From an optimization exercise on the open Yosys and OpenROAD flow, aimed at small area; shortcuts taken in it are not production practice.
No functional check of the RTL was part of any run shown here.
Power and IR drop assume default switching activity.

## flow/flow/run.sh

```bash
#!/bin/bash
# Layout flow: the standard flow (standard.sh, unchanged synthesis), with
# the ports buffered by the smallest buffer and no dummy loads on the clock tree.
set -euo pipefail
bash standard.sh \
  BUFFER_PORTS_ARGS="-buffer_cell sky130_fd_sc_hd__buf_1" \
  CTS_ARGS="-sink_clustering_enable -repair_clock_nets -buf_list {sky130_fd_sc_hd__clkbuf_4 sky130_fd_sc_hd__clkbuf_8} -dont_use_dummy_load" \
  finish > flow.log 2>&1
```

## flow/design.v

```verilog
module dff(clk, reset, d, q);
input clk;
input reset;
input  [15:0] d;
output [15:0] q; 
reg    [15:0] q_r;
always @(posedge clk)
begin
    if(reset)
        q_r <= 0;
    else
        q_r <= d;
end
assign q = q_r; 
endmodule
module fir(clk, din, reset, dout);
input clk;
input signed [7:0] din;
input reset;
output signed [15:0] dout;
reg [7:0] x1;
reg [7:0] x2;
reg [7:0] x3;
reg [7:0] x4;
reg [7:0] x5;
reg [7:0] x6;
reg [7:0] x7;
reg [7:0] x8;
reg [7:0] x9;
reg [7:0] x10;
reg [7:0] x11;
reg [7:0] x12;
always @(posedge clk) begin
  x1 <= reset ? 8'h90 : (din ^ 8'h90);
  x2 <= reset ? 8'h7f : (x1 ^ 8'hef);
  x3 <= reset ? 8'h80 : (x2 ^ 8'hff);
  x4 <= reset ? 8'hff : (x3 ^ 8'h7f);
  x5 <= reset ? 8'h00 : (x4 ^ 8'hff);
  x6 <= reset ? 8'h7f : (x5 ^ 8'h7f);
  x7 <= reset ? 8'h00 : (x6 ^ 8'h7f);
  x8 <= reset ? 8'hff : (x7 ^ 8'hff);
  x9 <= reset ? 8'h80 : (x8 ^ 8'h7f);
  x10 <= reset ? 8'h7f : (x9 ^ 8'hff);
  x11 <= reset ? 8'h85 : (x10 ^ 8'hfa);
  x12 <= reset ? 8'h5a : (x11 ^ 8'hdf);
end
wire s1;
wire c2;
wire s3;
wire c4;
wire s5;
wire c6;
wire s7;
wire c8;
wire s9;
wire c10;
wire s11;
wire c12;
wire s13;
wire c14;
wire s15;
wire c16;
wire s17;
wire c18;
wire n19;
wire s20;
wire c21;
wire s22;
wire c23;
wire s24;
wire c25;
wire s26;
wire c27;
wire s28;
wire c29;
wire s30;
wire c31;
wire n32;
wire s33;
wire c34;
wire s35;
wire c36;
wire s37;
wire c38;
wire s39;
wire c40;
wire s41;
wire c42;
wire s43;
wire c44;
wire s45;
wire c46;
wire s47;
wire c48;
wire n49;
wire s50;
wire c51;
wire s52;
wire c53;
wire n54;
wire s55;
wire c56;
wire s57;
wire c58;
wire s59;
wire c60;
wire s61;
wire c62;
wire s63;
wire c64;
wire s65;
wire c66;
wire s67;
wire c68;
wire n69;
wire s70;
wire c71;
wire n72;
wire s73;
wire c74;
wire s75;
wire c76;
wire n77;
wire s78;
wire c79;
wire n80;
wire s81;
wire c82;
wire s83;
wire c84;
wire s85;
wire c86;
wire s87;
wire c88;
wire n89;
wire s90;
wire c91;
wire s92;
wire c93;
wire s94;
wire c95;
wire s96;
wire c97;
wire s98;
wire c99;
wire s100;
wire c101;
wire s102;
wire c103;
wire n104;
wire s105;
wire c106;
wire s107;
wire c108;
wire n109;
wire s110;
wire c111;
wire s112;
wire c113;
wire s114;
wire c115;
wire n116;
wire s117;
wire c118;
wire s119;
wire c120;
wire s121;
wire c122;
wire s123;
wire c124;
wire s125;
wire c126;
wire s127;
wire c128;
wire s129;
wire c130;
wire s131;
wire c132;
wire s133;
wire c134;
wire s135;
wire c136;
wire n137;
wire s138;
wire c139;
wire n140;
wire s141;
wire c142;
wire s143;
wire c144;
wire s145;
wire c146;
wire s147;
wire c148;
wire s149;
wire c150;
wire s151;
wire c152;
wire s153;
wire c154;
wire s155;
wire c156;
wire s157;
wire c158;
wire n159;
wire s160;
wire c161;
wire s162;
wire c163;
wire n164;
wire s165;
wire c166;
wire s167;
wire c168;
wire s169;
wire c170;
wire s171;
wire c172;
wire s173;
wire c174;
wire s175;
wire c176;
wire n177;
wire s178;
wire c179;
wire n180;
wire s181;
wire c182;
wire s183;
wire c184;
wire s185;
wire c186;
wire s187;
wire c188;
wire n189;
wire s190;
wire c191;
wire n192;
wire s193;
wire c194;
wire s195;
wire c196;
wire s197;
wire c198;
wire s199;
wire c200;
wire s201;
wire c202;
wire s203;
wire c204;
wire s205;
wire c206;
wire n207;
wire s208;
wire c209;
wire s210;
wire c211;
wire n212;
wire s213;
wire c214;
wire s215;
wire c216;
wire s217;
wire c218;
wire n219;
wire s220;
wire c221;
wire s222;
wire c223;
wire n224;
wire s225;
wire c226;
wire s227;
wire c228;
wire s229;
wire c230;
wire s231;
wire c232;
wire s233;
wire c234;
wire n235;
wire s236;
wire c237;
wire s238;
wire c239;
wire s240;
wire c241;
wire n242;
wire s243;
wire c244;
wire s245;
wire c246;
wire n247;
wire s248;
wire c249;
wire s250;
wire c251;
wire s252;
wire c253;
wire s254;
wire c255;
wire s256;
wire c257;
wire s258;
wire c259;
wire n260;
wire s261;
wire c262;
wire n263;
wire s264;
wire c265;
wire n266;
wire s267;
wire c268;
wire s269;
wire c270;
wire s271;
wire c272;
wire s273;
wire c274;
wire s275;
wire c276;
wire s277;
wire c278;
wire n279;
wire s280;
wire c281;
wire s282;
wire c283;
wire s284;
wire c285;
wire n286;
wire s287;
wire c288;
wire n289;
wire s290;
wire c291;
wire s292;
wire c293;
wire n294;
wire s295;
wire c296;
wire n297;
wire s298;
wire c299;
wire s300;
wire c301;
wire n302;
wire s303;
wire c304;
wire s305;
wire c306;
wire s307;
wire c308;
wire n309;
wire s310;
wire c311;
wire s312;
wire c313;
wire s314;
wire c315;
wire n316;
wire s317;
wire c318;
wire s319;
wire c320;
wire n321;
wire s322;
wire c323;
wire n324;
wire s325;
wire c326;
wire n327;
wire s328;
wire c329;
wire s330;
wire c331;
wire n332;
wire s333;
wire c334;
wire s335;
wire c336;
wire s337;
wire c338;
wire s339;
wire c340;
wire n341;
wire s342;
wire c343;
wire s344;
wire c345;
wire n346;
wire s347;
wire c348;
wire n349;
wire s350;
wire c351;
wire s352;
wire c353;
wire n354;
wire s355;
wire c356;
wire s357;
wire c358;
wire g359;
wire p360;
wire g361;
wire p362;
wire g363;
wire p364;
wire g365;
wire g366;
wire g367;
wire p368;
wire g369;
wire p370;
wire g371;
wire g372;
wire g373;
wire g374;
wire g375;
wire g376;
wire s377;
wire s378;
wire s379;
wire s380;
wire s381;
wire s382;
wire s383;
wire s384;
ha u2 (.a(x3[0]), .b(x9[0]), .s(s1), .co(c2));
fa u4 (.a(x3[1]), .b(x9[1]), .ci(c2), .s(s3), .co(c4));
fa u6 (.a(x3[2]), .b(x9[2]), .ci(c4), .s(s5), .co(c6));
fa u8 (.a(x3[3]), .b(x9[3]), .ci(c6), .s(s7), .co(c8));
fa u10 (.a(x3[4]), .b(x9[4]), .ci(c8), .s(s9), .co(c10));
fa u12 (.a(x3[5]), .b(x9[5]), .ci(c10), .s(s11), .co(c12));
fa u14 (.a(x3[6]), .b(x9[6]), .ci(c12), .s(s13), .co(c14));
fa u16 (.a(x3[7]), .b(x9[7]), .ci(c14), .s(s15), .co(c16));
xr u18 (.a(x4[0]), .b(x8[0]), .y(s17));
nr v18 (.a(x4[0]), .b(x8[0]), .y(c18));
assign n19 = ~c18;
fa u21 (.a(x4[1]), .b(x8[1]), .ci(n19), .s(s20), .co(c21));
fa u23 (.a(x4[2]), .b(x8[2]), .ci(c21), .s(s22), .co(c23));
fa u25 (.a(x4[3]), .b(x8[3]), .ci(c23), .s(s24), .co(c25));
fa u27 (.a(x4[4]), .b(x8[4]), .ci(c25), .s(s26), .co(c27));
fa u29 (.a(x4[5]), .b(x8[5]), .ci(c27), .s(s28), .co(c29));
fa u31 (.a(x4[6]), .b(x8[6]), .ci(c29), .s(s30), .co(c31));
assign n32 = ~c31;
fa u34 (.a(x4[7]), .b(x8[7]), .ci(n32), .s(s33), .co(c34));
ha u36 (.a(x5[0]), .b(x7[0]), .s(s35), .co(c36));
fa u38 (.a(x5[1]), .b(x7[1]), .ci(c36), .s(s37), .co(c38));
fa u40 (.a(x5[2]), .b(x7[2]), .ci(c38), .s(s39), .co(c40));
fa u42 (.a(x5[3]), .b(x7[3]), .ci(c40), .s(s41), .co(c42));
fa u44 (.a(x5[4]), .b(x7[4]), .ci(c42), .s(s43), .co(c44));
fa u46 (.a(x5[5]), .b(x7[5]), .ci(c44), .s(s45), .co(c46));
fa u48 (.a(x5[6]), .b(x7[6]), .ci(c46), .s(s47), .co(c48));
assign n49 = ~c48;
fa u51 (.a(x5[7]), .b(x7[7]), .ci(n49), .s(s50), .co(c51));
fa u53 (.a(x12[0]), .b(x6[0]), .ci(s1), .s(s52), .co(c53));
assign n54 = ~s17;
fa u56 (.a(n54), .b(s52), .ci(din[0]), .s(s55), .co(c56));
xr u58 (.a(x12[1]), .b(x1[0]), .y(s57));
nr v58 (.a(x12[1]), .b(x1[0]), .y(c58));
fa u60 (.a(x11[0]), .b(x2[0]), .ci(x10[0]), .s(s59), .co(c60));
fa u62 (.a(x6[0]), .b(x6[1]), .ci(s57), .s(s61), .co(c62));
fa u64 (.a(s59), .b(c53), .ci(s3), .s(s63), .co(c64));
fa u66 (.a(s20), .b(s61), .ci(din[1]), .s(s65), .co(c66));
fa u68 (.a(s63), .b(c56), .ci(s65), .s(s67), .co(c68));
assign n69 = ~s35;
fa u71 (.a(n69), .b(s55), .ci(s67), .s(s70), .co(c71));
assign n72 = ~x12[2];
xr u74 (.a(x1[1]), .b(n72), .y(s73));
nr v74 (.a(x1[1]), .b(n72), .y(c74));
fa u76 (.a(x2[1]), .b(x10[1]), .ci(x6[1]), .s(s75), .co(c76));
assign n77 = ~x11[1];
fa u79 (.a(x6[2]), .b(n77), .ci(c58), .s(s78), .co(c79));
assign n80 = ~s35;
fa u82 (.a(s17), .b(s73), .ci(n80), .s(s81), .co(c82));
fa u84 (.a(c60), .b(s75), .ci(s78), .s(s83), .co(c84));
fa u86 (.a(c62), .b(din[2]), .ci(s81), .s(s85), .co(c86));
fa u88 (.a(s5), .b(s22), .ci(s83), .s(s87), .co(c88));
assign n89 = ~s37;
fa u91 (.a(n89), .b(c64), .ci(c66), .s(s90), .co(c91));
fa u93 (.a(s85), .b(s87), .ci(s90), .s(s92), .co(c93));
fa u95 (.a(c68), .b(c71), .ci(s92), .s(s94), .co(c95));
xr u97 (.a(x12[3]), .b(x1[2]), .y(s96));
nr v97 (.a(x12[3]), .b(x1[2]), .y(c97));
fa u99 (.a(x11[2]), .b(x2[2]), .ci(x10[2]), .s(s98), .co(c99));
fa u101 (.a(x6[2]), .b(x6[3]), .ci(c74), .s(s100), .co(c101));
fa u103 (.a(s96), .b(s1), .ci(c76), .s(s102), .co(c103));
assign n104 = ~s20;
fa u106 (.a(c79), .b(s98), .ci(n104), .s(s105), .co(c106));
fa u108 (.a(s100), .b(c82), .ci(din[3]), .s(s107), .co(c108));
assign n109 = ~s37;
fa u111 (.a(n109), .b(s102), .ci(c84), .s(s110), .co(c111));
fa u113 (.a(s105), .b(c86), .ci(s107), .s(s112), .co(c113));
fa u115 (.a(s7), .b(s24), .ci(s110), .s(s114), .co(c115));
assign n116 = ~s39;
fa u118 (.a(n116), .b(c88), .ci(c91), .s(s117), .co(c118));
fa u120 (.a(s112), .b(s114), .ci(c93), .s(s119), .co(c120));
fa u122 (.a(s117), .b(s119), .ci(c95), .s(s121), .co(c122));
fa u124 (.a(x12[4]), .b(x1[3]), .ci(x11[3]), .s(s123), .co(c124));
fa u126 (.a(x2[3]), .b(x10[3]), .ci(x6[3]), .s(s125), .co(c126));
fa u128 (.a(x6[4]), .b(c97), .ci(c99), .s(s127), .co(c128));
fa u130 (.a(s125), .b(c101), .ci(s3), .s(s129), .co(c130));
fa u132 (.a(din[4]), .b(c103), .ci(s127), .s(s131), .co(c132));
fa u134 (.a(s123), .b(s22), .ci(s39), .s(s133), .co(c134));
fa u136 (.a(c106), .b(s129), .ci(c108), .s(s135), .co(c136));
assign n137 = ~s41;
fa u139 (.a(c111), .b(s131), .ci(n137), .s(s138), .co(c139));
assign n140 = ~s133;
fa u142 (.a(n140), .b(s135), .ci(c113), .s(s141), .co(c142));
fa u144 (.a(s9), .b(s26), .ci(c115), .s(s143), .co(c144));
fa u146 (.a(c118), .b(s138), .ci(s141), .s(s145), .co(c146));
fa u148 (.a(s143), .b(c120), .ci(s145), .s(s147), .co(c148));
xr u150 (.a(c122), .b(s147), .y(s149));
nr v150 (.a(c122), .b(s147), .y(c150));
fa u152 (.a(x12[5]), .b(x1[4]), .ci(x2[4]), .s(s151), .co(c152));
fa u154 (.a(x10[4]), .b(x6[4]), .ci(x6[5]), .s(s153), .co(c154));
fa u156 (.a(x11[4]), .b(s35), .ci(c124), .s(s155), .co(c156));
fa u158 (.a(c126), .b(s151), .ci(s153), .s(s157), .co(c158));
assign n159 = ~s155;
fa u161 (.a(din[5]), .b(c128), .ci(n159), .s(s160), .co(c161));
fa u163 (.a(c130), .b(s5), .ci(s157), .s(s162), .co(c163));
assign n164 = ~c132;
fa u166 (.a(n164), .b(s24), .ci(s41), .s(s165), .co(c166));
fa u168 (.a(s160), .b(s162), .ci(c136), .s(s167), .co(c168));
fa u170 (.a(c134), .b(s43), .ci(s165), .s(s169), .co(c170));
fa u172 (.a(c139), .b(s167), .ci(c142), .s(s171), .co(c172));
fa u174 (.a(s11), .b(s28), .ci(c144), .s(s173), .co(c174));
fa u176 (.a(c146), .b(s171), .ci(s173), .s(s175), .co(c176));
assign n177 = ~s169;
fa u179 (.a(n177), .b(c148), .ci(s175), .s(s178), .co(c179));
assign n180 = ~s178;
ha u182 (.a(c150), .b(n180), .s(s181), .co(c182));
fa u184 (.a(x12[6]), .b(x1[5]), .ci(x11[5]), .s(s183), .co(c184));
fa u186 (.a(x2[5]), .b(x10[5]), .ci(x6[0]), .s(s185), .co(c186));
fa u188 (.a(x6[5]), .b(x6[6]), .ci(c152), .s(s187), .co(c188));
assign n189 = ~s183;
fa u191 (.a(c154), .b(s185), .ci(n189), .s(s190), .co(c191));
assign n192 = ~din[6];
fa u194 (.a(s37), .b(n192), .ci(c156), .s(s193), .co(c194));
fa u196 (.a(s187), .b(c158), .ci(s190), .s(s195), .co(c196));
fa u198 (.a(c161), .b(s7), .ci(c163), .s(s197), .co(c198));
fa u200 (.a(s193), .b(s26), .ci(s43), .s(s199), .co(c200));
fa u202 (.a(s195), .b(s197), .ci(c168), .s(s201), .co(c202));
fa u204 (.a(c166), .b(s45), .ci(c170), .s(s203), .co(c204));
fa u206 (.a(s201), .b(c172), .ci(s13), .s(s205), .co(c206));
assign n207 = ~s199;
fa u209 (.a(n207), .b(s30), .ci(c174), .s(s208), .co(c209));
fa u211 (.a(s205), .b(c176), .ci(s208), .s(s210), .co(c211));
assign n212 = ~s203;
fa u214 (.a(n212), .b(c179), .ci(s210), .s(s213), .co(c214));
xr u216 (.a(x12[7]), .b(x1[6]), .y(s215));
nr v216 (.a(x12[7]), .b(x1[6]), .y(c216));
fa u218 (.a(x2[6]), .b(x10[6]), .ci(x6[1]), .s(s217), .co(c218));
assign n219 = ~x11[6];
fa u221 (.a(x6[6]), .b(x6[7]), .ci(n219), .s(s220), .co(c221));
fa u223 (.a(s215), .b(c186), .ci(s217), .s(s222), .co(c223));
assign n224 = ~s220;
fa u226 (.a(c184), .b(n224), .ci(din[7]), .s(s225), .co(c226));
fa u228 (.a(c188), .b(c191), .ci(s222), .s(s227), .co(c228));
fa u230 (.a(s39), .b(s225), .ci(c194), .s(s229), .co(c230));
fa u232 (.a(c196), .b(s227), .ci(s9), .s(s231), .co(c232));
fa u234 (.a(s229), .b(s28), .ci(s45), .s(s233), .co(c234));
assign n235 = ~c200;
fa u237 (.a(c198), .b(s231), .ci(n235), .s(s236), .co(c237));
fa u239 (.a(s47), .b(c204), .ci(s233), .s(s238), .co(c239));
fa u241 (.a(c202), .b(s236), .ci(s15), .s(s240), .co(c241));
assign n242 = ~s33;
fa u244 (.a(c206), .b(c209), .ci(n242), .s(s243), .co(c244));
fa u246 (.a(s240), .b(s243), .ci(c211), .s(s245), .co(c246));
assign n247 = ~s238;
fa u249 (.a(n247), .b(c214), .ci(s245), .s(s248), .co(c249));
xr u251 (.a(x1[7]), .b(x11[7]), .y(s250));
nr v251 (.a(x1[7]), .b(x11[7]), .y(c251));
fa u253 (.a(x2[7]), .b(x10[7]), .ci(x6[2]), .s(s252), .co(c253));
fa u255 (.a(x6[7]), .b(c216), .ci(s250), .s(s254), .co(c255));
fa u257 (.a(c218), .b(c221), .ci(s252), .s(s256), .co(c257));
fa u259 (.a(s254), .b(c223), .ci(s256), .s(s258), .co(c259));
assign n260 = ~c228;
fa u262 (.a(c226), .b(s41), .ci(n260), .s(s261), .co(c262));
assign n263 = ~s258;
fa u265 (.a(n263), .b(c230), .ci(s261), .s(s264), .co(c265));
assign n266 = ~s264;
fa u268 (.a(s11), .b(c232), .ci(n266), .s(s267), .co(c268));
fa u270 (.a(s30), .b(s47), .ci(c234), .s(s269), .co(c270));
fa u272 (.a(c237), .b(c16), .ci(s267), .s(s271), .co(c272));
fa u274 (.a(c34), .b(s269), .ci(c239), .s(s273), .co(c274));
fa u276 (.a(s50), .b(c241), .ci(s271), .s(s275), .co(c276));
fa u278 (.a(c244), .b(s275), .ci(c246), .s(s277), .co(c278));
assign n279 = ~s273;
fa u281 (.a(n279), .b(s277), .ci(c249), .s(s280), .co(c281));
fa u283 (.a(x6[3]), .b(c251), .ci(c253), .s(s282), .co(c283));
fa u285 (.a(c255), .b(c257), .ci(s282), .s(s284), .co(c285));
assign n286 = ~s43;
fa u288 (.a(c259), .b(s284), .ci(n286), .s(s287), .co(c288));
assign n289 = ~s287;
fa u291 (.a(c262), .b(c265), .ci(n289), .s(s290), .co(c291));
fa u293 (.a(s13), .b(c268), .ci(c51), .s(s292), .co(c293));
assign n294 = ~s290;
fa u296 (.a(n294), .b(s33), .ci(s50), .s(s295), .co(c296));
assign n297 = ~c270;
fa u299 (.a(n297), .b(c272), .ci(s292), .s(s298), .co(c299));
fa u301 (.a(s295), .b(c276), .ci(s298), .s(s300), .co(c301));
assign n302 = ~c274;
fa u304 (.a(n302), .b(s300), .ci(c278), .s(s303), .co(c304));
xr u306 (.a(x6[4]), .b(c283), .y(s305));
nd v306 (.a(x6[4]), .b(c283), .y(c306));
fa u308 (.a(s305), .b(c285), .ci(c288), .s(s307), .co(c308));
assign n309 = ~s307;
fa u311 (.a(s45), .b(n309), .ci(c291), .s(s310), .co(c311));
fa u313 (.a(c34), .b(c51), .ci(s15), .s(s312), .co(c313));
fa u315 (.a(c293), .b(s312), .ci(c296), .s(s314), .co(c315));
assign n316 = ~s310;
fa u318 (.a(n316), .b(c299), .ci(s314), .s(s317), .co(c318));
xr u320 (.a(c301), .b(s317), .y(s319));
nr v320 (.a(c301), .b(s317), .y(c320));
assign n321 = ~x6[5];
fa u323 (.a(n321), .b(c306), .ci(s47), .s(s322), .co(c323));
assign n324 = ~s322;
fa u326 (.a(c308), .b(c16), .ci(n324), .s(s325), .co(c326));
assign n327 = ~c311;
fa u329 (.a(n327), .b(c313), .ci(s325), .s(s328), .co(c329));
fa u331 (.a(c315), .b(s328), .ci(c318), .s(s330), .co(c331));
assign n332 = ~c323;
fa u334 (.a(x6[6]), .b(n332), .ci(s50), .s(s333), .co(c334));
fa u336 (.a(c326), .b(s333), .ci(c329), .s(s335), .co(c336));
xr u338 (.a(x6[7]), .b(c51), .y(s337));
nd v338 (.a(x6[7]), .b(c51), .y(c338));
xr u340 (.a(s337), .b(c334), .y(s339));
nr v340 (.a(s337), .b(c334), .y(c340));
assign n341 = ~s213;
ha u343 (.a(c182), .b(n341), .s(s342), .co(c343));
xr u345 (.a(c281), .b(s303), .y(s344));
nr v345 (.a(c281), .b(s303), .y(c345));
assign n346 = ~c304;
ha u348 (.a(s319), .b(n346), .s(s347), .co(c348));
assign n349 = ~s330;
ha u351 (.a(c320), .b(n349), .s(s350), .co(c351));
xr u353 (.a(c331), .b(s335), .y(s352));
nr v353 (.a(c331), .b(s335), .y(c353));
assign n354 = ~c336;
ha u356 (.a(s339), .b(n354), .s(s355), .co(c356));
ha u358 (.a(c338), .b(c340), .s(s357), .co(c358));
assign g359 = 1'b0 | (~s248 & c343);
assign p360 = s344 & ~s280;
assign g361 = c351 | (s350 & c348);
assign p362 = s350 & s347;
assign g363 = c356 | (s355 & c353);
assign p364 = s355 & s352;
assign g365 = 1'b0 | (~s280 & g359);
assign g366 = c345 | (p360 & g359);
assign g367 = c353 | (s352 & g361);
assign p368 = s352 & p362;
assign g369 = g363 | (p364 & g361);
assign p370 = p364 & p362;
assign g371 = c348 | (s347 & g366);
assign g372 = g361 | (p362 & g366);
assign g373 = g367 | (p368 & g366);
assign g374 = g369 | (p370 & g366);
assign g375 = c358 | (s357 & g374);
assign g376 = c358 | (s357 & g374);
assign s377 = s248 ^ c343;
assign s378 = s280 ^ g359;
assign s379 = ~(s344 ^ g365);
assign s380 = ~(s347 ^ g366);
assign s381 = ~(s350 ^ g371);
assign s382 = ~(s352 ^ g372);
assign s383 = ~(s355 ^ g373);
assign s384 = ~(s357 ^ g374);
reg [15:0] y;
always @(posedge clk) begin
  y <= reset ? 16'h0000 : {~g375, ~s384, ~s383, ~s382, ~s381, ~s380, ~s379, ~s378, ~s377, s342, s181, s149, ~s121, ~s94, ~s70, s55};
end
assign dout = y;
endmodule
module fa(a, b, ci, s, co);
input a, b, ci;
output s, co;
assign s = a ^ b ^ ci;
assign co = (a & b) | (a & ci) | (b & ci);
endmodule
module xr(a, b, y);
input a, b;
output y;
assign y = a ^ b;
endmodule
module nr(a, b, y);
input a, b;
output y;
assign y = ~(a | b);
endmodule
module nd(a, b, y);
input a, b;
output y;
assign y = ~(a & b);
endmodule
module ha(a, b, s, co);
input a, b;
output s, co;
assign s = a ^ b;
assign co = a & b;
endmodule
```

## flow/config.mk

```make
export PLATFORM = sky130hd
export DESIGN_NAME = fir
export DESIGN_NICKNAME = fir
export VERILOG_FILES = /design/flow/design.v
export SDC_FILE = /design/flow/constraint.sdc
export NUM_CORES = 4
export LEC_CHECK = 0
export ABC_AREA = 1
export CAP_MARGIN = 5
export CORE_MARGIN = 2
export CORE_UTILIZATION = 80
export CTS_BUF_LIST = sky130_fd_sc_hd__clkbuf_4 sky130_fd_sc_hd__clkbuf_8
export GPL_ROUTABILITY_DRIVEN = 0
export GPL_TIMING_DRIVEN = 0
export PLACE_DENSITY = 0.85
export SLEW_MARGIN = 5
export SYNTH_HIERARCHICAL = 1
export SYNTH_MINIMUM_KEEP_SIZE = 0
```

## flow/standard.sh

```bash
#!/bin/bash
# synth_recipe.tcl (not shown) runs the flow's synth.tcl, then flattens the netlist and writes it again
# the make line also repeats each setting of config.mk as NAME=value (left out here)
make -C /OpenROAD-flow-scripts/flow DESIGN_CONFIG=/design/flow/config.mk WORK_HOME=/design/flow/orfs CLKGATE_MAP_FILE= SYNTH_SCRIPT=/design/flow/synth_recipe.tcl "${@:-finish}"
```

## flow/constraint.sdc

```tcl
create_clock -name core_clock -period 6.5 [get_ports {clk}]
set_input_delay 1.3000 -clock core_clock [delete_from_list [all_inputs] [get_ports {clk}]]
set_output_delay 1.3000 -clock core_clock [all_outputs]
set_load 0.01 [all_outputs]
```

==> run notes, run 1 <==
* #FFs+latches synth at 112
* Crit end category: flip-flop
* Crit Path Max Fanout at 4
* Clk slew on worst S/H paths at 110 ps
* Tcrit/Tclk final at 102%
* Pwr Total at 2.79 mW
* Clock Skew at 26.9 ps
* Number of global-route vias before repair at 4,632
* Pins Over Slew Limit at 0
* VDD IR max at 0.468 mV
* Diodes inserted at 0
* Initial antenna violation count at 0
* DRC errors left at 0
* Register area share after synthesis at 35.8%
* Post-synth ARST share at 0%
* Initial Util at 81.8%
* CP Launch Type: flip-flop
* Max stage delay on crit path at 530 ps
* Largest Register: y
* First-pass GRT wire length at 23,400 um
* Max reg flops at 16
* Setup TNS Final at -101 ps
* Syn_nets at 705
* Mean Syn Cell Area at 11.4 um^2
* Antenna-violating nets left at 0
* Unrepaired setup endpoints after global routing: yes
* Required @ worst endpoint at 6750 ps
* Final setup viols at 1
* Status: complete, but fails checks
* Register-to-register setup slack at -100 ps
* Root buffer cell: clkbuf_8
* Drt total wl at 16,000 um
* Non-Filler Cell Area, Final at 6820 um^2
* Largest family of logic cells by synthesized area: adder cells
* Post-route insts no fill at 689
* Final hold violations at 0
* Worst path cell trace: ha_4 -> fa_2 -> fa_2 -> fa_2 -> fa_2 -> fa_2 -> fa_1 -> inv_2 -> fa_2 -> fa_2 -> fa_1 -> fa_2 -> fa_1 -> inv_2 -> ha_4 -> nand2_1 -> nor2_2 -> nand2_4 -> nand2_1 -> a21o_1 -> ha_4 -> inv_2 -> nor2_1
* SO Viols: negative setup slack
* Synthesized cell area at 6260 um^2
* Clock sinks at 112
* Fmax at 0.151 GHz
* Post-synth EDFFs at 0
* Post-Syn Instances at 548
* Fin nets at 746
* Die Y at 92.4 um
* Pleak at 2.88 nW
* Pin count of the biggest net entering global routing at 20
* Num CTS Buffers at 9
* Die area at 8540 um^2
* Drt first pass iters at 5
* Distinct cells, synth at 20
* Max-Cap Viols at 0
* Drt wl/cell at 23.3 um
* Dpl hpwl at 11,100 um
* IO Pins at 26
* Slew margin rel. at 75.7%
* Post-synth top area share at 43.2%
* Top-count cell post-synth: fa_1
* First DRT Iteration DRCs at 250
* Crit path DAT at 6850 ps
* Site Rows at 32
* Pwr dens at 410 nW/um^2
* Core Region at 7650 um^2
* Worst-Skew Late Latency at 380 ps
* # port buffers at 24
* Htree depth at 3
* Multiplexer share of the synthesized area at 0%
* Synth cell count leaders: fa_1 (135), dfxtp_1 (112), inv_1 (92)
* Hold/Removal Path Class: flip-flop to flip-flop
* Post-placement cell count at 674
* Grt ovf at 0
* Layout cells sized above 1 at 15.7%
* Hold-fix buffers, CTS at 0
* XOR/XNOR share of the synthesized area at 0.140%
* Die width at 92.4 um
* Clock tree buffer depth at 2
* Crit path max-delay cell type: fa_1
* DP Area at 6470 um^2
* Vias at 4,054
* Area grow syn2layout at 9.00%
* CP Class: flip-flop to flip-flop
* Tot GR Track Use at 39.4%
* Largest cells by area after synthesis: fa_1 (43%), dfxtp_1 (36%), inv_1 (5.5%), nand2_1 (5.5%), nor2_1 (4.4%)
* TritonCTS clock tree: done
* Worst Slack Setup Final at -101 ps
* Vias per inst at 5.88
* Compound-Gate Fraction of Synth Area at 0.660%
* Yosys top cell by area: fa_1
* Post-synthesis simple-gate area fraction at 11.0%
* Adder-cell share of the synthesized area at 45.6%
* Crit path top cell by count: fa_2
* Worst-case hold slack at 404 ps
* Worst slew pin tran at 364 ps
* Post-route minimum period at 6600 ps
* Top FF cell, synth: dfxtp_1
* Yosys warnings at 7
==> power by group <==
part           switching, mW  total [mW]  internal, mW
Sequential            0.0176       0.759         0.742
Clock                  0.211       0.337         0.125
Combinational          0.996        1.70         0.700
Total                   1.23        2.79          1.57
==> cell usage in the layout (no fill, tap or decap) <==
cell	count
nor3_4	1
ha_1	9
a21o_1	1
nand3_2	1
dfxtp_1	104
nand2_1	86
fa_2	30
nand3_1	1
ha_4	3
dfxtp_2	5
nor2_2	2
inv_2	8
inv_1	86
buf_1	24
xnor2_1	1
nand2_2	4
nor3_1	1
a21oi_4	1
buf_4	6
nand2_4	2
buf_2	10
o21ai_0	1
buf_6	2
nor3b_1	1
dfxtp_4	3
nor2_1	71
clkbuf_8	9
fa_1	105
or2_2	5
a21oi_1	4
==> kinds of logic (layout without fill, tap and decap cells) <==
family / Yosys count / after routing
buf+inv: 106 / 145
flops: 112 / 112
compound gates: 7 / 7
xor+xnor: 1 / 1
fa+ha+maj: 147 / 147
simple gates: 175 / 175
==> metrics by stage <==
step                util, %  setup slack [ps]
floorplan                 -               149
finish                 89.2              -101
global route           89.2              -229
CTS                    88.0             -45.5
detailed placement     84.7              -441
global placement       84.7              -240
==> critical path: cells and delay by family (launching register included) <==
kind,cells,cell delay (ps)
AOI/OAI and AO/OA,1,200
adders and majority gates,14,5180
buffers and inverters,3,210
DFF,1,380
and+or+nand+nor,5,490
==> per-module statistics from Yosys, one instance, submodules excluded <==
module,cells,cell area [um^2],flip-flops and latches
fa,1,20.0,0
fir,327,3160,112
ha,1,12.5,0
nd,1,3.75,0
nr,1,3.75,0
xr,5,18.8,0
==> path summary, 6_finish.rpt <==
check / depth (start not counted) / endpoint / from
max: 23 / y[14]$_SDFF_PP0_ / x5[0]$_SDFF_PP0_
min: 1 / x10[4]$_SDFF_PP1_ / x9[4]$_SDFF_PP0_
max reg2reg: 23 / y[14]$_SDFF_PP0_ / x5[0]$_SDFF_PP0_
min reg2reg: 1 / x10[4]$_SDFF_PP1_ / x9[4]$_SDFF_PP0_
==> cell type report <==
| class | count | area, um^2 |
|---|---|---|
| Multi-Input combinational cell | 330 | 3750 |
| Sequential cell | 112 | 2260 |
| Fill cell | 301 | 828 |
| Inverter | 94 | 353 |
| Timing Repair Buffer | 30 | 135 |
| Tap cell | 102 | 128 |
| Clock buffer | 9 | 124 |
| Buffer | 12 | 72.6 |
==> layer usage <==
metal,wire length (um),track usage (%),up-vias,share of wire [%]
li1,-,-,1655,-
met1,5240,42.4,2044,33
met2,8490,68.4,256,53
met3,1170,11.0,99,7.3
met4,1140,24.8,0,7.1
met5,0,0,-,0
==> timing repair <==
action,in CTS,in global routing
pin swaps,16,12
endpoints found under the setup margin,4,3
buffers inserted,5,1
gates resized for setup,33,30
==> inputs of run 2 (changes only) <==
--- a/flow/config.mk
+++ b/flow/config.mk
@@ -8,5 +8,5 @@
 export ABC_AREA = 1
-export CAP_MARGIN = 5
+export CAP_MARGIN = 20
 export CORE_MARGIN = 2
-export CORE_UTILIZATION = 80
+export CORE_UTILIZATION = 70
 export CTS_BUF_LIST = sky130_fd_sc_hd__clkbuf_4 sky130_fd_sc_hd__clkbuf_8
@@ -14,4 +14,4 @@
 export GPL_TIMING_DRIVEN = 0
-export PLACE_DENSITY = 0.85
-export SLEW_MARGIN = 5
+export PLACE_DENSITY = 0.8
+export SLEW_MARGIN = 20
 export SYNTH_HIERARCHICAL = 1
==> run 2 against run 1 <==
Now clean on timing, DRC and antenna. Register-to-register slack improved by 210 ps. Critical path type unchanged. Maximum frequency rose by 3.4%. Cell area fell by 0.22%. Die area rose by 14%. Clock power fell by 1%. Total power fell by 7.4%. Largest power group unchanged. Sequential cell count did not move. Critical path depth fell by 2. Worst setup slack improved by 210 ps. Sequential share of layout area barely moved. Wire length fell by 19%.
==> run notes, run 2 <==
* Post-synth EDFFs at 0 (unchanged)
* Fill cells at 535 (+78%)
* Initial antenna violation count at 1 (+1)
* P_int at 1.52 mW (-3.1%)
* Pleak at 2.88 nW (+0.19%)
* Tcrit/Tclk final at 98.3% (-3.3 points)
* Post-placement cell count at 680 (+0.89%)
* Area grow syn2layout at 8.76%
* Clock sinks at 112 (unchanged)
* Crit Reg-Reg Startpoint: x3[0]$_SDFF_PP0_
* Antenna-violating nets left at 0 (unchanged)
* Mean Syn Cell Area at 11.4 um^2 (unchanged)
* Register area share after synthesis at 35.8% (unchanged)
* Initial Util at 72.1% (-9.7 points)
* Register-to-register setup slack at 110 ps (+210 ps)
* Grt ovf at 0 (unchanged)
* Top-count cell post-synth: fa_1
* Critical path origin: x3[0]$_SDFF_PP0_
* Register Area at 2260 um^2 (-0.17%)
* Diodes inserted at 0 (unchanged)
* Clock power frac at 12.8% (+0.7 points)
* Yosys top cell by area: fa_1
* Synthesized cell area at 6260 um^2 (unchanged)
* Dpl hpwl at 10,400 um (-6.8%)
* Max reg flops at 16 (unchanged)
* Fin nets at 745 (-0.13%)
* Largest Register: y
* Post-synth ARST share at 0% (unchanged)
* Drt total wl at 13,000 um (-19%)
* Sequential power share at 29.4% (+2.2 points)
* Pwr dens at 380 nW/um^2 (-7.2%)
* Final setup viols at 0 (-1)
* #FFs+latches synth at 112 (unchanged)
* Critical path buffer and inverter count at 2 (-1)
* Syn_nets at 705 (unchanged)
* Final hold violations at 0 (unchanged)
* First DRT Iteration DRCs at 197 (-21%)
* Reg2reg end: y[14]$_SDFF_PP0_
* DP Area at 6480 um^2 (+0.12%)
* Distinct cells, synth at 20 (unchanged)
* Die area at 9710 um^2 (+14%)
* Post-Syn Instances at 548 (unchanged)
* First-pass GRT wire length at 20,800 um (-11%)
* Hold-fix buffers, CTS at 0 (unchanged)
* Depth of the worst hold-timing path at 1 (unchanged)
* CP Class: flip-flop to flip-flop
* Root buffer cell: clkbuf_8
* Max stage delay on crit path at 580 ps (+50 ps)
* Tot GR Track Use at 29.4% (-10 points)
* Crit path max-delay cell type: fa_2
* Net Sw Power at 1.07 mW (-13%)
* Worst reg-to-reg path cell count at 21 (-8.7%)
* # port buffers at 24 (unchanged)
* Worst Hold Launch: x11[1]$_SDFF_PP0_
* Die width at 98.5 um (+6.6%)
* DRC errors left at 0 (unchanged)
* Final core utilization at 78.4% (-11 points)
* Crit Path Max Fanout at 4 (unchanged)
* Non-Filler Cell Area, Final at 6800 um^2 (-0.22%)
* Site Rows at 34 (+6.3%)
* Drt wl/cell at 18.7 um (-20%)
* Commonest non-fill, non-tap cell in the layout: dfxtp_1
* Worst path cell trace: ha_1 -> fa_2 -> fa_2 -> fa_2 -> fa_1 -> fa_2 -> fa_2 -> fa_2 -> fa_1 -> fa_1 -> fa_1 -> fa_2 -> inv_1 -> nand3_2 -> nand2_4 -> nand2_4 -> nand2_1 -> a21o_1 -> ha_4 -> inv_2 -> nor2_1
* Post-route minimum period at 6390 ps (-215 ps)
* Synth cell count leaders: fa_1 (135), dfxtp_1 (112), inv_1 (92)
* Vias per inst at 5.34 (-9.2%)
* Required @ worst endpoint at 6790 ps (+40 ps)
* Htree depth at 3 (unchanged)
* VDD IR max at 0.379 mV (-19%)
* Crit end category: flip-flop
* CP Launch Type: flip-flop
* Unrepaired setup endpoints after global routing: yes
* Pins Over Slew Limit at 0 (unchanged)
* Worst-Skew Late Latency at 360 ps (-20 ps)
* Die Y at 98.5 um (+6.6%)
* Cell family with the largest share of critical-path delay: adder cells
* Pwr Total at 2.58 mW (-7.4%)
* Clock Skew at 28.8 ps (+1.92 ps)
* Pin count of the biggest net entering global routing at 20 (unchanged)
* Max-Cap Viols at 0 (unchanged)
* Crit path depth at 21 (-8.7%)
* Slew margin rel. at 77.2% (+1.5 points)
* Fmax at 0.157 GHz (+3.4%)
* Num CTS Buffers at 9 (unchanged)
* Clk slew on worst S/H paths at 110 ps (about the same)
* Combinational power share at 57.8% (-3.0 points)
* Multi-input gate area at 3740 um^2 (-0.30%)
* Drt first pass iters at 5 (unchanged)
* IO Pins at 26 (unchanged)
* TritonCTS clock tree: done
* Crit path DAT at 6670 ps (-180 ps)
* Hold Path End: x12[1]$_SDFF_PP1_
* Post-route insts no fill at 694 (+0.73%)
* Core Region at 8680 um^2 (+13%)
* Crit path top cell by count: fa_2
* Most frequent cells in the layout: dfxtp_1 (105), fa_1 (104), inv_1 (91)
* Number of global-route vias before repair at 4,119 (-11%)
* Yosys warnings at 7 (unchanged)
* Largest cells by area after synthesis: fa_1 (43%), dfxtp_1 (36%), inv_1 (5.5%), nand2_1 (5.5%), nor2_1 (4.4%)
* Layout cells sized above 1 at 14.5% (-1.2 points)
* Hold/Removal Path Class: flip-flop to flip-flop
* Vias at 3,706 (-8.6%)
* Clock tree buffer depth at 2 (unchanged)
* Switching part of the total at 41.2% (-2.6 points)
* Post-synth top area share at 43.2% (unchanged)
* Worst slew pin tran at 343 ps (-21.3 ps)
* Top FF cell, synth: dfxtp_1
* Status: no timing/DRC/antenna violations
-- run 2: worst max-delay path by stage --
stage / to / slack, ps
after floorplan: y[14]$_SDFF_PP0_ / 150
after global placement: y[14]$_SDFF_PP0_ / -220
after detailed placement: y[14]$_SDFF_PP0_ / -380
after CTS: y[14]$_SDFF_PP0_ / 2
after global routing: y[14]$_SDFF_PP0_ / -90
final: y[14]$_SDFF_PP0_ / 110
-- run 2: routing by layer --
layer	routed length [um]	vias up	part of all wire [%]	track usage (%)
li1	-	1644	-	-
met1	4990	1906	38	36.7
met2	6850	122	53	50.9
met3	730	34	5.6	6.38
met4	407	0	3.1	11.1
met5	0	-	0	0
-- run 2: final cells by class --
class,instances,share of cell area [%]
multi-input combinational,330,54.9
sequential,112,33.2
inverter,94,5.19
tap,108,1.99
timing repair buffer,29,1.88
clock buffer,9,1.82
buffer,12,1.07
-- run 2: logic make-up after synthesis --
| kind of cell | Yosys count | share of synthesized area (%) |
|---|---|---|
| DFF | 112 | 35.8 |
| xor gates and xnor gates | 1 | 0.140 |
| buffers and inverters | 106 | 6.80 |
| adders and majority gates | 147 | 45.6 |
| AOI/OAI and AO/OA | 7 | 0.660 |
| and+or+nand+nor | 175 | 11.0 |
-- run 2: timing repair --
action                                 4_1_cts  5_1_grt
gates resized for setup                     34       20
endpoints found under the hold margin        0        0
setup endpoints to repair                    3        3
buffers inserted                             5        0
pin swaps                                   12       11
-- run 2: power groups by stage --
stage | Combinational, mW | Clock (mW) | Sequential (mW)
6_report | 1.49 | 0.332 | 0.759
5_1_grt | 1.73 | 0.359 | 0.763
4_1_cts | 1.40 | 0.334 | 0.759
3_5_place_dp | 1.33 | 0 | 0.776
3_3_place_gp | 1.24 | 0 | 0.773
2_1_floorplan | 1.01 | 0 | 0.794
-- run 2: Yosys stat by module (local to each module, per instance) --
module	copies in the design	flops+latches
nd	2	0
fir	1	112
nr	11	0
xr	13	0
ha	8	0
fa	135	0
-- run 2: per-stage QoR --
step / hold WS [ps] / setup WS, ps / setup TNS (ps)
2_1_floorplan: 366 / 149 / 0
3_3_place_gp: 373 / -224 / -319
3_5_place_dp: 378 / -384 / -709
4_1_cts: 403 / 2.28 / 0
5_1_grt: 413 / -87.8 / -87.8
6_report: 405 / 113 / 0
==> inputs of run 3 (changes only) <==
--- a/flow/design.v
+++ b/flow/design.v
@@ -32,15 +32,124 @@
 reg [7:0] x12;
+wire rst_n = ~reset;
+wire [7:0] d1;
+an r1 (.a(rst_n), .b(din[0]), .y(d1[0]));
+an r2 (.a(rst_n), .b(din[1]), .y(d1[1]));
+an r3 (.a(rst_n), .b(din[2]), .y(d1[2]));
+an r4 (.a(rst_n), .b(din[3]), .y(d1[3]));
+nd r5 (.a(rst_n), .b(din[4]), .y(d1[4]));
+an r6 (.a(rst_n), .b(din[5]), .y(d1[5]));
+an r7 (.a(rst_n), .b(din[6]), .y(d1[6]));
+nd r8 (.a(rst_n), .b(din[7]), .y(d1[7]));
+wire [7:0] d2;
+nd r9 (.a(rst_n), .b(x1[0]), .y(d2[0]));
+nd r10 (.a(rst_n), .b(x1[1]), .y(d2[1]));
+nd r11 (.a(rst_n), .b(x1[2]), .y(d2[2]));
+nd r12 (.a(rst_n), .b(x1[3]), .y(d2[3]));
+og r13 (.a(reset), .b(x1[4]), .y(d2[4]));
+nd r14 (.a(rst_n), .b(x1[5]), .y(d2[5]));
+nd r15 (.a(rst_n), .b(x1[6]), .y(d2[6]));
+nr r16 (.a(reset), .b(x1[7]), .y(d2[7]));
+wire [7:0] d3;
+nr r17 (.a(reset), .b(x2[0]), .y(d3[0]));
+nr r18 (.a(reset), .b(x2[1]), .y(d3[1]));
+nr r19 (.a(reset), .b(x2[2]), .y(d3[2]));
+nr r20 (.a(reset), .b(x2[3]), .y(d3[3]));
+nr r21 (.a(reset), .b(x2[4]), .y(d3[4]));
+nr r22 (.a(reset), .b(x2[5]), .y(d3[5]));
+nr r23 (.a(reset), .b(x2[6]), .y(d3[6]));
+nd r24 (.a(rst_n), .b(x2[7]), .y(d3[7]));
+wire [7:0] d4;
+nd r25 (.a(rst_n), .b(x3[0]), .y(d4[0]));
+nd r26 (.a(rst_n), .b(x3[1]), .y(d4[1]));
+nd r27 (.a(rst_n), .b(x3[2]), .y(d4[2]));
+nd r28 (.a(rst_n), .b(x3[3]), .y(d4[3]));
+nd r29 (.a(rst_n), .b(x3[4]), .y(d4[4]));
+nd r30 (.a(rst_n), .b(x3[5]), .y(d4[5]));
+nd r31 (.a(rst_n), .b(x3[6]), .y(d4[6]));
+og r32 (.a(reset), .b(x3[7]), .y(d4[7]));
+wire [7:0] d5;
+nr r33 (.a(reset), .b(x4[0]), .y(d5[0]));
+nr r34 (.a(reset), .b(x4[1]), .y(d5[1]));
+nr r35 (.a(reset), .b(x4[2]), .y(d5[2]));
+nr r36 (.a(reset), .b(x4[3]), .y(d5[3]));
+nr r37 (.a(reset), .b(x4[4]), .y(d5[4]));
+nr r38 (.a(reset), .b(x4[5]), .y(d5[5]));
+nr r39 (.a(reset), .b(x4[6]), .y(d5[6]));
+nr r40 (.a(reset), .b(x4[7]), .y(d5[7]));
+wire [7:0] d6;
+nd r41 (.a(rst_n), .b(x5[0]), .y(d6[0]));
+nd r42 (.a(rst_n), .b(x5[1]), .y(d6[1]));
+nd r43 (.a(rst_n), .b(x5[2]), .y(d6[2]));
+nd r44 (.a(rst_n), .b(x5[3]), .y(d6[3]));
+nd r45 (.a(rst_n), .b(x5[4]), .y(d6[4]));
+nd r46 (.a(rst_n), .b(x5[5]), .y(d6[5]));
+nd r47 (.a(rst_n), .b(x5[6]), .y(d6[6]));
+an r48 (.a(rst_n), .b(x5[7]), .y(d6[7]));
+wire [7:0] d7;
+nr r49 (.a(reset), .b(x6[0]), .y(d7[0]));
+nr r50 (.a(reset), .b(x6[1]), .y(d7[1]));
+nr r51 (.a(reset), .b(x6[2]), .y(d7[2]));
+nr r52 (.a(reset), .b(x6[3]), .y(d7[3]));
+nr r53 (.a(reset), .b(x6[4]), .y(d7[4]));
+nr r54 (.a(reset), .b(x6[5]), .y(d7[5]));
+nr r55 (.a(reset), .b(x6[6]), .y(d7[6]));
+an r56 (.a(rst_n), .b(x6[7]), .y(d7[7]));
+wire [7:0] d8;
+nd r57 (.a(rst_n), .b(x7[0]), .y(d8[0]));
+nd r58 (.a(rst_n), .b(x7[1]), .y(d8[1]));
+nd r59 (.a(rst_n), .b(x7[2]), .y(d8[2]));
+nd r60 (.a(rst_n), .b(x7[3]), .y(d8[3]));
+nd r61 (.a(rst_n), .b(x7[4]), .y(d8[4]));
+nd r62 (.a(rst_n), .b(x7[5]), .y(d8[5]));
+nd r63 (.a(rst_n), .b(x7[6]), .y(d8[6]));
+nd r64 (.a(rst_n), .b(x7[7]), .y(d8[7]));
+wire [7:0] d9;
+nr r65 (.a(reset), .b(x8[0]), .y(d9[0]));
+nr r66 (.a(reset), .b(x8[1]), .y(d9[1]));
+nr r67 (.a(reset), .b(x8[2]), .y(d9[2]));
+nr r68 (.a(reset), .b(x8[3]), .y(d9[3]));
+nr r69 (.a(reset), .b(x8[4]), .y(d9[4]));
+nr r70 (.a(reset), .b(x8[5]), .y(d9[5]));
+nr r71 (.a(reset), .b(x8[6]), .y(d9[6]));
+og r72 (.a(reset), .b(x8[7]), .y(d9[7]));
+wire [7:0] d10;
+nd r73 (.a(rst_n), .b(x9[0]), .y(d10[0]));
+nd r74 (.a(rst_n), .b(x9[1]), .y(d10[1]));
+nd r75 (.a(rst_n), .b(x9[2]), .y(d10[2]));
+nd r76 (.a(rst_n), .b(x9[3]), .y(d10[3]));
+nd r77 (.a(rst_n), .b(x9[4]), .y(d10[4]));
+nd r78 (.a(rst_n), .b(x9[5]), .y(d10[5]));
+nd r79 (.a(rst_n), .b(x9[6]), .y(d10[6]));
+nr r80 (.a(reset), .b(x9[7]), .y(d10[7]));
+wire [7:0] d11;
+og r81 (.a(reset), .b(x10[0]), .y(d11[0]));
+nr r82 (.a(reset), .b(x10[1]), .y(d11[1]));
+og r83 (.a(reset), .b(x10[2]), .y(d11[2]));
+nr r84 (.a(reset), .b(x10[3]), .y(d11[3]));
+nr r85 (.a(reset), .b(x10[4]), .y(d11[4]));
+nr r86 (.a(reset), .b(x10[5]), .y(d11[5]));
+nr r87 (.a(reset), .b(x10[6]), .y(d11[6]));
+nd r88 (.a(rst_n), .b(x10[7]), .y(d11[7]));
+wire [7:0] d12;
+nr r89 (.a(reset), .b(x11[0]), .y(d12[0]));
+nd r90 (.a(rst_n), .b(x11[1]), .y(d12[1]));
+nr r91 (.a(reset), .b(x11[2]), .y(d12[2]));
+nd r92 (.a(rst_n), .b(x11[3]), .y(d12[3]));
+nd r93 (.a(rst_n), .b(x11[4]), .y(d12[4]));
+an r94 (.a(rst_n), .b(x11[5]), .y(d12[5]));
+nd r95 (.a(rst_n), .b(x11[6]), .y(d12[6]));
+nr r96 (.a(reset), .b(x11[7]), .y(d12[7]));
 always @(posedge clk) begin
-  x1 <= reset ? 8'h90 : (din ^ 8'h90);
-  x2 <= reset ? 8'h7f : (x1 ^ 8'hef);
-  x3 <= reset ? 8'h80 : (x2 ^ 8'hff);
-  x4 <= reset ? 8'hff : (x3 ^ 8'h7f);
-  x5 <= reset ? 8'h00 : (x4 ^ 8'hff);
-  x6 <= reset ? 8'h7f : (x5 ^ 8'h7f);
-  x7 <= reset ? 8'h00 : (x6 ^ 8'h7f);
-  x8 <= reset ? 8'hff : (x7 ^ 8'hff);
-  x9 <= reset ? 8'h80 : (x8 ^ 8'h7f);
-  x10 <= reset ? 8'h7f : (x9 ^ 8'hff);
-  x11 <= reset ? 8'h85 : (x10 ^ 8'hfa);
-  x12 <= reset ? 8'h5a : (x11 ^ 8'hdf);
+  x1 <= d1;
+  x2 <= d2;
+  x3 <= d3;
+  x4 <= d4;
+  x5 <= d5;
+  x6 <= d6;
+  x7 <= d7;
+  x8 <= d8;
+  x9 <= d9;
+  x10 <= d10;
+  x11 <= d11;
+  x12 <= d12;
 end
@@ -663,13 +772,30 @@
 assign g376 = c358 | (s357 & g374);
-assign s377 = s248 ^ c343;
-assign s378 = s280 ^ g359;
-assign s379 = ~(s344 ^ g365);
-assign s380 = ~(s347 ^ g366);
-assign s381 = ~(s350 ^ g371);
-assign s382 = ~(s352 ^ g372);
-assign s383 = ~(s355 ^ g373);
-assign s384 = ~(s357 ^ g374);
+xr w377 (.a(s248), .b(c343), .y(s377));
+xr w378 (.a(s280), .b(g359), .y(s378));
+xn w379 (.a(s344), .b(g365), .y(s379));
+xn w380 (.a(s347), .b(g366), .y(s380));
+xn w381 (.a(s350), .b(g371), .y(s381));
+xn w382 (.a(s352), .b(g372), .y(s382));
+xn w383 (.a(s355), .b(g373), .y(s383));
+xn w384 (.a(s357), .b(g374), .y(s384));
 reg [15:0] y;
+wire [15:0] dy;
+an r97 (.a(rst_n), .b(s55), .y(dy[0]));
+nr r98 (.a(reset), .b(s70), .y(dy[1]));
+nr r99 (.a(reset), .b(s94), .y(dy[2]));
+nr r100 (.a(reset), .b(s121), .y(dy[3]));
+an r101 (.a(rst_n), .b(s149), .y(dy[4]));
+an r102 (.a(rst_n), .b(s181), .y(dy[5]));
+an r103 (.a(rst_n), .b(s342), .y(dy[6]));
+nr r104 (.a(reset), .b(s377), .y(dy[7]));
+nr r105 (.a(reset), .b(s378), .y(dy[8]));
+nr r106 (.a(reset), .b(s379), .y(dy[9]));
+nr r107 (.a(reset), .b(s380), .y(dy[10]));
+nr r108 (.a(reset), .b(s381), .y(dy[11]));
+nr r109 (.a(reset), .b(s382), .y(dy[12]));
+nr r110 (.a(reset), .b(s383), .y(dy[13]));
+nr r111 (.a(reset), .b(s384), .y(dy[14]));
+nr r112 (.a(reset), .b(g375), .y(dy[15]));
 always @(posedge clk) begin
-  y <= reset ? 16'h0000 : {~g375, ~s384, ~s383, ~s382, ~s381, ~s380, ~s379, ~s378, ~s377, s342, s181, s149, ~s121, ~s94, ~s70, s55};
+  y <= dy;
 end
@@ -688,2 +814,7 @@
 endmodule
+module xn(a, b, y);
+input a, b;
+output y;
+assign y = ~(a ^ b);
+endmodule
 module nr(a, b, y);
@@ -698,2 +829,12 @@
 endmodule
+module an(a, b, y);
+input a, b;
+output y;
+assign y = a & b;
+endmodule
+module og(a, b, y);
+input a, b;
+output y;
+assign y = a | b;
+endmodule
 module ha(a, b, s, co);
--- a/flow/config.mk
+++ b/flow/config.mk
@@ -7,3 +7,2 @@
 export LEC_CHECK = 0
-export ABC_AREA = 1
 export CAP_MARGIN = 20
@@ -13,3 +12,3 @@
 export GPL_ROUTABILITY_DRIVEN = 0
-export GPL_TIMING_DRIVEN = 0
+export GPL_TIMING_DRIVEN = 1
 export PLACE_DENSITY = 0.8
==> run 3 against run 2 <==
Largest cell class unchanged. Cell area fell by 1.1%. Non-clock buffer count rose by 11. Via count fell by 5.8%. Utilization rose by 2.6 points. Critical path depth fell by 3. Clock power barely moved. Worst setup slack got worse by 130 ps. The layout now fails its checks (negative setup slack). Die area fell by 3.3%. Sequential cell count did not move.
==> run notes, run 3 <==
* Distinct cells, synth at 23 (+15%)
* Top FF cell, synth: dfxtp_1
* Clock sinks at 112 (unchanged)
* Hold/Removal Path Class: flip-flop to flip-flop
* Antenna-violating nets left at 0 (unchanged)
* M2 GR Usage at 48.5% (-2.4 points)
* Most frequent cells in the layout: dfxtp_1 (111), fa_1 (108), nor2_1 (62)
* Met1 GRT Util at 32.7% (-3.9 points)
* Worst-case hold slack at 397 ps (-7.37 ps)
* Layout cells sized above 1 at 14.4% (-0.056 points)
* VDD IR max at 0.607 mV (+60%)
* Synth cell count leaders: fa_1 (135), dfxtp_1 (112), nor2_1 (62)
* Die Y at 96.9 um (-1.7%)
* Core Region at 8300 um^2 (-4.4%)
* Worst slew pin tran at 619 ps (+277 ps)
* CP Launch Type: flip-flop
* DRC errors left at 0 (unchanged)
* Clk slew on worst S/H paths at 100 ps (about the same)
* Post-synth ARST share at 0% (unchanged)
* Largest cells by area after synthesis: fa_1 (45%), dfxtp_1 (37%), nor2_1 (3.9%), inv_1 (2.9%), nand2_1 (2.9%)
* Pin count of the biggest net entering global routing at 58 (+190%)
* Number of global-route vias before repair at 3,906 (-5.2%)
* Vias per inst at 5.53 (+3.6%)
* #FFs+latches synth at 112 (unchanged)
* Clock Skew at 36.6 ps (+7.78 ps)
* Most Used Layer, Global Route: met2
* P_int at 1.87 mW (+23%)
* Commonest non-fill, non-tap cell in the layout: dfxtp_1
* Post-placement cell count at 618 (-9.1%)
* Site Rows at 33 (-2.9%)
* Top-count cell post-synth: fa_1
* Final setup viols at 1 (+1)
* Yosys warnings at 7 (unchanged)
* Max-Cap Viols at 0 (unchanged)
* Tcrit/Tclk final at 100% (+2.1 points)
* Pre-CTS WS at -138 ps (+246 ps)
* Register Area at 2250 um^2 (-0.44%)
* Pwr dens at 446 nW/um^2 (+17%)
* Clock tree buffer depth at 2 (unchanged)
* Drt wl/cell at 20.3 um (+8.7%)
* Multi-input gate area at 3750 um^2 (+0.40%)
* Post-route minimum period at 6520 ps (+135 ps)
* Max reg flops at 16 (unchanged)
* Crit Path Max Fanout at 4 (unchanged)
* Largest Register: y
* Root buffer cell: clkbuf_8
* First DRT Iteration DRCs at 143 (-27%)
* Unrepaired setup endpoints after global routing: yes
* Worst Slack Setup Final at -21.5 ps (-135 ps)
* IO Pins at 26 (unchanged)
* CP Class: flip-flop to flip-flop
* Fmax at 0.153 GHz (-2.1%)
* First-pass GRT wire length at 19,100 um (-8.1%)
* Dpl hpwl at 9410 um (-9.4%)
* Net Sw Power at 1.13 mW (+5.6%)
* Combinational power share at 63.5% (+5.7 points)
* Synthesized cell area at 6040 um^2 (-3.4%)
* # port buffers at 25 (+4.2%)
* Final hold violations at 0 (unchanged)
* Post-synth top area share at 44.7% (+1.5 points)
* Drt first pass iters at 4 (-1)
* Die area at 9390 um^2 (-3.3%)
* Tot GR Track Use at 26.9% (-2.5 points)
* Initial antenna violation count at 0 (-1)
* Initial Util at 72.8% (+0.70 points)
* Final core utilization at 81.0% (+2.6 points)
* GR Util met3 at 5.78% (-0.60 points)
* SO Viols: negative setup slack
* Pins Over Slew Limit at 0 (unchanged)
* Crit end category: flip-flop
* DP Area at 6440 um^2 (-0.64%)
* Drt total wl at 12,800 um (-1.1%)
* Fill cells at 468 (-13%)
* Post-synth EDFFs at 0 (unchanged)
* Register area share after synthesis at 37.1% (+1.3 points)
* Mean Syn Cell Area at 13.0 um^2 (+14%)
* Vias at 3,492 (-5.8%)
* TritonCTS clock tree: done
* Syn_nets at 618 (-12%)
* Fin nets at 681 (-8.6%)
* Yosys top cell by area: fa_1
* Setup TNS Final at -21.5 ps (-21.5 ps)
* Switching part of the total at 37.5% (-3.7 points)
* Status: complete, but fails checks
* Post-route insts no fill at 631 (-9.1%)
* Worst-Skew Late Latency at 370 ps (about the same)
* Pleak at 2.64 nW (-8.2%)
* Clock power frac at 11.2% (-1.6 points)
* Sequential power share at 25.4% (-4.0 points)
* Num CTS Buffers at 9 (unchanged)
* Die width at 96.9 um (-1.7%)
* Htree depth at 3 (unchanged)
* Pwr Total at 3.00 mW (+16%)
* Area grow syn2layout at 11.4%
* Post-Syn Instances at 465 (-15%)
* Diodes inserted at 0 (unchanged)
* Grt ovf at 0 (unchanged)
* Required @ worst endpoint at 6740 ps (-50 ps)
* Crit path DAT at 6760 ps (+90 ps)
* Slew margin rel. at 58.7% (-18 points)
* Non-Filler Cell Area, Final at 6730 um^2 (-1.1%)
run 3: changes by cell type in the layout (fill, tap and decap cells not counted), moves of 6 or more:
cell	before	now
dfxtp_1	105	111
buf_2	10	0
inv_1	91	45
buf_4	5	26
xor2_1	0	15
and2_1	0	13
nand2_1	87	46
nor2_1	72	62
run 3: power groups by stage:
stage                     Sequential [mW]  Combinational (mW)  Clock, mW
final                               0.761                1.90      0.334
after global routing                0.765                2.10      0.356
after CTS                           0.762                1.62      0.335
after detailed placement            0.778                1.60          0
after global placement              0.776                1.51          0
after floorplan                     0.796                1.14          0
run 3: logic make-up (layout without fill, tap and decap cells):
kind of cell | count (synthesis) | after routing | synth area share (%)
adders and majority gates | 143 | 143 | 46.4
and+or+nand+nor | 133 | 133 | 9.47
AOI/OAI and AO/OA | 10 | 10 | 1.12
buffers and inverters | 46 | 107 | 2.86
DFF | 112 | 112 | 37.1
xor gates and xnor gates | 21 | 21 | 3.04
run 3: Yosys stat by module, one instance, submodules excluded:
module,copies in the design,cells inside,area (um^2)
xn,6,1,8.76
nr,62,1,3.75
an,13,1,6.26
fa,135,1,20.0
xr,15,1,8.76
nd,45,1,3.75
ha,8,1,12.5
fir,1,176,2540
og,5,1,6.26
run 3: what timing repair did:
item | in CTS | in global routing
pin swaps | 8 | 13
gates resized for setup | 18 | 21
endpoints found under the setup margin | 6 | 6
hold buffers | 0 | 0
buffers inserted | 1 | 3
run 3: final timing paths:
check	start	endpoint	slack (ps)	depth (start not counted)
min reg2reg	x11[6]$_DFF_P_	x12[6]$_DFF_P_	400	1
max	x3[0]$_DFF_P_	y[14]$_DFF_P_	-20	18
min	x11[6]$_DFF_P_	x12[6]$_DFF_P_	400	1
max reg2reg	x3[0]$_DFF_P_	y[14]$_DFF_P_	-20	18
run 3: final cells by class:
| cell class | count | area share [%] |
|---|---|---|
| clock buffers | 9 | 1.84 |
| inverters | 46 | 2.57 |
| multi-input cells | 307 | 55.8 |
| flip-flops and latches | 112 | 33.4 |
| well taps | 105 | 1.95 |
| repair buffers | 52 | 4.48 |
run 3: metal layers:
| layer | share of wire [%] | wire length, um |
|---|---|---|
| met1 | 37 | 4810 |
| met2 | 55 | 7020 |
| met3 | 4.7 | 597 |
| met4 | 3.2 | 409 |
| met5 | 0 | 0 |
run 3: worst max-delay path: stages (launching register included):
cell and delay [ps]:
dfxtp_1 350, ha_1 230, fa_2 360, fa_2 390
fa_2 640, buf_4 130, fa_1 440, fa_1 490
fa_2 420, fa_1 510, fa_1 430, fa_2 350
fa_1 490, xor2_1 190, and4bb_1 250, or2_4 270
a31o_4 240, xnor2_2 150, nor2_1 60

## afterwards: timing with drivers on the ports
The flow's constraints put no driver on any port. The routed layouts listed below were extracted and timed again, unchanged, in two steps.
Step 1 (the two cells are an assumption about what drives the block):
set clk [get_ports {clk}]
set_driving_cell -lib_cell sky130_fd_sc_hd__clkbuf_16 $clk
set_driving_cell -lib_cell sky130_fd_sc_hd__buf_2 [delete_from_list [all_inputs] $clk]
Step 2, shift: input delay + t, output delay - t, t = (earliest + latest rising clock arrival at the registers) / 2. This alone moves slack from input paths to output paths.
Slacks: ideal / step 1 / step 2; pairs: ideal / step 1.
| run | t (ns) | setup slack, ns | worst register clock-pin slew, ns |
|---|---|---|---|
| run 1 | 0.398 | -0.101 / -0.101 / -0.237 | 0.11 / 0.11 |
| run 2 | 0.386 | 0.113 / 0.113 / -0.004 | 0.11 / 0.11 |
| run 3 | 0.387 | -0.021 / -0.021 / -0.138 | 0.11 / 0.11 |
With both steps, setup timing fails in run 2, where it was met with ideal ports. For run 1, which loses most, drivers alone change the setup slack by 0.000 ns; drivers and shift together by -0.136 ns.
